This design comes from an exercise in tuning for a short achievable clock period and few clock cycles on the open sky130 flow, not from production work. The RTL was checked by simulation tests, not by an equivalence proof against the original design.

==> inputs of run a <==
==> flow/design.v (excerpt) <==
module Interface(
clk,rst,imem_addr,imem_rdata,dmem_addr,dmem_wdata,dmem_we,dmem_rdata,halted,epc
);
	input		clk, rst;
	input  [31:0]	imem_rdata, dmem_rdata;
	output [31:0]	imem_addr, dmem_wdata, epc;
	output [4:0]	dmem_addr;
	output		dmem_we, halted;
	reg [31:0]	pc_f;		 
	reg [31:0]	ir;		 
	reg [31:0]	rs_oh, rt_oh;	 
	reg [31:0]	pc_d;		 
	reg		v_d;		 
	reg		halt_q;
	reg [31:0]	epc_q;
	reg		w_alu, w_ld, w_mul;	 
	reg [4:0]	w_rd;
	reg [31:0]	w_oh;		 
	reg		w_kill;		 
	reg [31:0]	w_res;
	reg		m_we;		 
	reg [4:0]	m_addr;
	reg [31:0]	m_wdata;
	reg [1:0]	x_st;		 
	reg [31:0]	x_a, x_b;	 
	reg [31:0]	x_ll, x_lh, x_hl, x_hh;
	assign imem_addr  = pc_f;
	assign dmem_addr  = m_addr;
	assign dmem_wdata = m_wdata;
	assign dmem_we    = m_we;
	assign halted     = halt_q;
	assign epc        = epc_q;
	wire [31:0]	rf [0:31];
	wire [31:0]	mul_lo;
	wire [31:0]	wd = w_ld ? dmem_rdata : w_mul ? mul_lo : w_res;
	genvar g;
	generate
		for (g = 0; g < 32; g = g + 1) begin: regs
			reg [31:0] q;
			assign rf[g] = q;
  ...
Settings: LEC_CHECK=0, CAP_MARGIN=20, CORE_MARGIN=2, CORE_UTILIZATION=40, SETUP_SLACK_MARGIN=5, SLEW_MARGIN=20, SYNTH_HIERARCHICAL=1; clock period 28.0 ns.
standard.sh (not shown) runs the stock make flow with config.mk's settings and CLKGATE_MAP_FILE= SYNTH_SCRIPT=/design/flow/synth_recipe.tcl, a recipe that flattens the netlist after the stock synthesis.
==> flow/flow/run.sh <==
#!/bin/bash
# The standard layout, with the timing repairs aimed at a much shorter
# period than the 28 ns constraint (which the design meets many times over):
# a setup margin of MARGIN ns makes repair_timing work until every path has
# that much slack. Resizing may change a cell's footprint, and the port
# buffers are buf_6 cells. The constraints themselves are unchanged.
set -euo pipefail
MARGIN=21.5
bash standard.sh SETUP_SLACK_MARGIN=$MARGIN MATCH_CELL_FOOTPRINT=0 \
	"BUFFER_PORTS_ARGS=-buffer_cell sky130_fd_sc_hd__buf_6" \
	finish > standard_flow.log 2>&1
==> run b: changes against run a <==
--- a/flow/design.v
+++ b/flow/design.v
@@ -2890,15 +2890,18 @@
 		if (!stall) begin
 			ir    <= imem_rdata;
 			rs_oh <= 32'd1 << imem_rdata[25:21];
 			rt_oh <= 32'd1 << imem_rdata[20:16];
 			pc_d  <= pc_f;
 		end
-		if (!halt_q)
-			epc_q <= pc_d;
 	end
+	always @(posedge clk or negedge rst)
+		if (!rst)
+			epc_q <= 32'd0;
+		else if (!halt_q)
+			epc_q <= pc_d;
 endmodule
 module pc_plus(pc, pc4, hi, hi_p1, hi_m1);
 	input  [31:0]	pc;
 	output [31:0]	pc4;
 	output [24:0]	hi, hi_p1, hi_m1;
 	assign pc4   = pc + 32'd4;
- CORE_UTILIZATION: 40 -> 50
- PLACE_DENSITY: default -> 0.64
==> run c: changes against run a <==
--- a/flow/design.v
+++ b/flow/design.v
@@ -2695,13 +2695,12 @@
 	reg		v_d;		 
 	reg		halt_q;
 	reg [31:0]	epc_q;
 	reg		w_alu, w_ld, w_mul;	 
 	reg [4:0]	w_rd;
 	reg [31:0]	w_oh;		 
-	reg		w_kill;		 
 	reg [31:0]	w_res;
 	reg		m_we;		 
 	reg [4:0]	m_addr;
 	reg [31:0]	m_wdata;
 	reg [1:0]	x_st;		 
 	reg [31:0]	x_a, x_b;	 
@@ -2721,17 +2720,17 @@
 			reg [31:0] q;
 			assign rf[g] = q;
 			if (g >= 16 && g <= 21) begin: with_reset
 				always @(posedge clk or negedge rst)
 					if (!rst)
 						q <= g - 16;
-					else if (w_oh[g] & !w_kill)
+					else if (w_oh[g])
 						q <= wd;
 			end else begin: no_reset
 				always @(posedge clk)
-					if (w_oh[g] & !w_kill)
+					if (w_oh[g])
 						q <= wd;
 			end
 		end
 	endgenerate
 	reg [31:0]	a_rf, b_rf;
 	integer i;
@@ -2774,29 +2773,32 @@
 	wire		ovf_add = (a[31] == y[31]) & (sum[31] != a[31]);
 	wire [31:0]	dif = a + ~b + 32'd1;
 	wire		bc31 = (b[30:0] == 31'd0) ? b[31] : ~b[31];
 	wire		ovf_sub = (a[31] == bc31) & (dif[31] != a[31]);
 	wire		ltu = a < b;
 	wire		eq  = a == b;
-	wire [31:0]	am = a[31] ? -a : a;
-	wire [31:0]	bm = b[31] ? -b : b;
+	wire [31:0]	an = a ^ {32{a[31]}};
+	wire [31:0]	bn = b ^ {32{b[31]}};
 	wire [31:0]	ta, tb;		 
 	genvar k;
 	generate
 		for (k = 0; k < 32; k = k + 1) begin: smear
-			assign ta[k] = |am[31:k];
-			assign tb[k] = |bm[31:k];
+			assign ta[k] = |an[31:k];
+			assign tb[k] = |bn[31:k];
 		end
 	endgenerate
-	wire [31:0]	t33;
+	wire [30:0]	t32, t33;
 	generate
-		for (k = 0; k < 32; k = k + 1) begin: pairs
+		for (k = 0; k < 31; k = k + 1) begin: pairs
+			assign t32[k] = ta[k] & tb[30-k];
 			assign t33[k] = ta[k] & tb[31-k];
 		end
 	endgenerate
-	wire		mul_sure = !(|t33);
+	wire		ge32 = |t32;
+	wire		ge33 = |t33;
+	wire		mul_sure = !ge32 | (!ge33 & !(a[31] & b[31]));
 	wire [33:0]	x_mid = {2'b00, x_lh} + {2'b00, x_hl} + {18'd0, x_ll[31:16]};
 	wire		x_ovf = (x_hh != 32'd0) | (x_mid[33:16] != 18'd0);
 	wire		haz = (w_ld | w_mul) & ((use_rs & (w_rd == rs)) | (use_rt & (w_rd == rt)));
 	wire		stall = v_d & haz;
 	wire		replay = v_d & !haz & f_mul & !mul_sure & (x_st != 2'd2);
 	wire		fault =
@@ -2823,20 +2825,19 @@
 			w_alu <= 1'b0;
 			w_ld  <= 1'b0;
 			w_mul <= 1'b0;
 			w_oh  <= 32'd0;
 			m_we  <= 1'b0;
 		end else begin
-			w_alu <= go & wr_alu;
-			w_ld  <= go & is_lw;
-			w_mul <= go & f_mul;
-			w_oh  <= (go & wr_any) ? (32'd1 << dst) : 32'd0;
+			w_alu <= commit & wr_alu;
+			w_ld  <= commit & is_lw;
+			w_mul <= commit & f_mul;
+			w_oh  <= (commit & wr_any) ? (32'd1 << dst) : 32'd0;
 			m_we  <= commit & is_sw;
 		end
 	always @(posedge clk) begin
-		w_kill  <= fault;
 		w_rd    <= dst;
 		w_res   <= res;
 		m_addr  <= sum[6:2];
 		m_wdata <= b;
 	end
 	always @(posedge clk or negedge rst)
@@ -2845,33 +2846,30 @@
 		else if (replay | x_st == 2'd1)
 			x_st <= x_st + 2'd1;
 		else if (go)
 			x_st <= 2'd0;
 	always @(posedge clk) begin
 		if (x_st == 2'd0) begin
-			x_a <= am;
-			x_b <= bm;
+			x_a <= a[31] ? -a : a;
+			x_b <= b[31] ? -b : b;
 		end
 		x_ll <= p_ll;
 		x_lh <= p_lh;
 		x_hl <= p_hl;
 		x_hh <= p_hh;
 	end
 	wire [31:0]	p_ll, p_lh, p_hl, p_hh;
 	mul16x16 m_ll(.a(x_a[15:0]),  .b(x_b[15:0]),  .p(p_ll));
 	mul16x16 m_lh(.a(x_a[15:0]),  .b(x_b[31:16]), .p(p_lh));
 	mul16x16 m_hl(.a(x_a[31:16]), .b(x_b[15:0]),  .p(p_hl));
 	mul16x16 m_hh(.a(x_a[31:16]), .b(x_b[31:16]), .p(p_hh));
-	wire [31:0]	pc4_f;
-	wire [24:0]	hi, hi_p1, hi_m1;
-	pc_plus pcp(.pc(pc_f), .pc4(pc4_f), .hi(hi), .hi_p1(hi_p1), .hi_m1(hi_m1));
-	wire [31:0]	f_next;
-	fetch_next fnx(.ins(imem_rdata), .pc4(pc4_f), .hi(hi), .hi_p1(hi_p1), .hi_m1(hi_m1), .next(f_next));
+	wire [31:0]	pc4_f = pc_f + 32'd4;
+	wire		fj = imem_rdata[31:26] == 6'b000010;
+	wire [31:0]	fj_tgt = {pc4_f[31:28], imem_rdata[25:0], 2'b00};
 	wire [31:0]	br_tgt = pc_d + 32'd4 + {simm[29:0], 2'b00};
-	wire		d_short = (ir[15:4] == 12'd0) | (ir[15:4] == 12'hfff);
-	wire		redirect = go & is_beq & eq & !((rs == rt) & d_short);
+	wire		redirect = go & is_beq & eq;
 	always @(posedge clk or negedge rst)
 		if (!rst) begin
 			pc_f   <= 32'd0;
 			v_d    <= 1'b0;
 			halt_q <= 1'b0;
 		end else begin
@@ -2879,13 +2877,13 @@
 				halt_q <= 1'b1;
 			if (redirect)
 				pc_f <= br_tgt;
 			else if (replay)
 				pc_f <= pc_d;
 			else if (!stall)
-				pc_f <= f_next;
+				pc_f <= fj ? fj_tgt : pc4_f;
 			if (!stall)
 				v_d <= !halt_q & !flt & !redirect & !replay;
 		end
 	always @(posedge clk) begin
 		if (!stall) begin
 			ir    <= imem_rdata;
@@ -2894,29 +2892,6 @@
 			pc_d  <= pc_f;
 		end
 		if (!halt_q)
 			epc_q <= pc_d;
 	end
 endmodule
-module pc_plus(pc, pc4, hi, hi_p1, hi_m1);
-	input  [31:0]	pc;
-	output [31:0]	pc4;
-	output [24:0]	hi, hi_p1, hi_m1;
-	assign pc4   = pc + 32'd4;
-	assign hi    = pc4[31:7];
-	assign hi_p1 = hi + 25'd1;
-	assign hi_m1 = hi - 25'd1;
-endmodule
-module fetch_next(ins, pc4, hi, hi_p1, hi_m1, next);
-	input  [31:0]	ins, pc4;
-	input  [24:0]	hi, hi_p1, hi_m1;
-	output [31:0]	next;
-	wire		fj = ins[31:26] == 6'b000010;
-	wire		f_short = (ins[15:4] == 12'd0) | (ins[15:4] == 12'hfff);
-	wire		fb = (ins[31:26] == 6'b000100) & (ins[25:21] == ins[20:16]) & f_short;
-	wire [5:0]	lo = {1'b0, pc4[6:2]} + {1'b0, ins[4:0]};
-	wire [31:0]	fj_tgt = {pc4[31:28], ins[25:0], 2'b00};
-	wire [31:0]	fb_c0 = {ins[4] ? hi_m1 : hi, lo[4:0], 2'b00};
-	wire [31:0]	fb_c1 = {ins[4] ? hi : hi_p1, lo[4:0], 2'b00};
-	wire [31:0]	fb_tgt = lo[5] ? fb_c1 : fb_c0;
-	assign next = fj ? fj_tgt : fb ? fb_tgt : pc4;
-endmodule
==> flow/flow/run.sh (replaced) <==
#!/bin/bash
# The standard layout, with the timing repairs aimed at a much shorter
# period than the 28 ns constraint (which the design meets many times over):
# a setup margin of MARGIN ns makes repair_timing work until every path has
# that much slack. The constraints themselves are unchanged.
set -euo pipefail
MARGIN=21.5
bash standard.sh SETUP_SLACK_MARGIN=$MARGIN finish > standard_flow.log 2>&1
- SYNTH_HIERARCHICAL: 1 -> default
==> run d: changes against run a <==
--- a/flow/design.v
+++ b/flow/design.v
@@ -2890,15 +2890,18 @@
 		if (!stall) begin
 			ir    <= imem_rdata;
 			rs_oh <= 32'd1 << imem_rdata[25:21];
 			rt_oh <= 32'd1 << imem_rdata[20:16];
 			pc_d  <= pc_f;
 		end
-		if (!halt_q)
-			epc_q <= pc_d;
 	end
+	always @(posedge clk or negedge rst)
+		if (!rst)
+			epc_q <= 32'd0;
+		else if (!halt_q)
+			epc_q <= pc_d;
 endmodule
 module pc_plus(pc, pc4, hi, hi_p1, hi_m1);
 	input  [31:0]	pc;
 	output [31:0]	pc4;
 	output [24:0]	hi, hi_p1, hi_m1;
 	assign pc4   = pc + 32'd4;
- CORE_UTILIZATION: 40 -> 45
- PLACE_DENSITY: default -> 0.6
==> notes <==
- Between run b and run c, the lower maximum frequency is in run b (gap about 0.9%, measured against run c).
- Non-clock buffer count: run d > run c > run a > run b.
- The lowest die area belongs to run b, the highest to run a.
- First-iteration DRC count: run c < run b < run a < run d.
- In critical path depth, run a and run d do not differ.
- Register-to-register slack: run d > run c > run b > run a.
- Of run b and run a, run b has the higher global-route usage (gap 9.2 points).
Testbench counts of run a, summed over its fixed seeds: cycles 27,839.
Testbench counts of run b, summed over its fixed seeds: cycles 27,839.
Testbench counts of run c, summed over its fixed seeds: cycles 28,740.
Testbench counts of run d, summed over its fixed seeds: cycles 27,839.

[re-timing with driven ports]
How much do the figures lean on ideal ports? The routed layouts below were timed once more, with nothing changed but the port constraints. Step 1 assumes that a clkbuf_16 drives the clock port and a buf_2 every other input. Step 2, shift: input delay + t, output delay - t, t = (earliest + latest rising clock arrival at the registers) / 2. This alone moves slack from input paths to output paths. Three values: no drivers, after step 1, after step 2; two values: the first two.
run	shift t [ns]	slack for setup (ns)	worst setup path after step 2	worst slew at a driven data input, ns
run a	0.972	20.864 / 20.759 / 19.973	input to register	0.29
run b	0.985	20.867 / 20.757 / 19.984	input to register	0.29
run c	0.979	20.928 / 20.821 / 20.520	input to register	0.16
run d	0.985	20.904 / 20.793 / 20.000	input to register	0.28
After both steps setup and hold are still met in every run listed. The setup slack of run d, which loses most, moves by -0.111 ns with the drivers and by -0.904 ns with both steps.
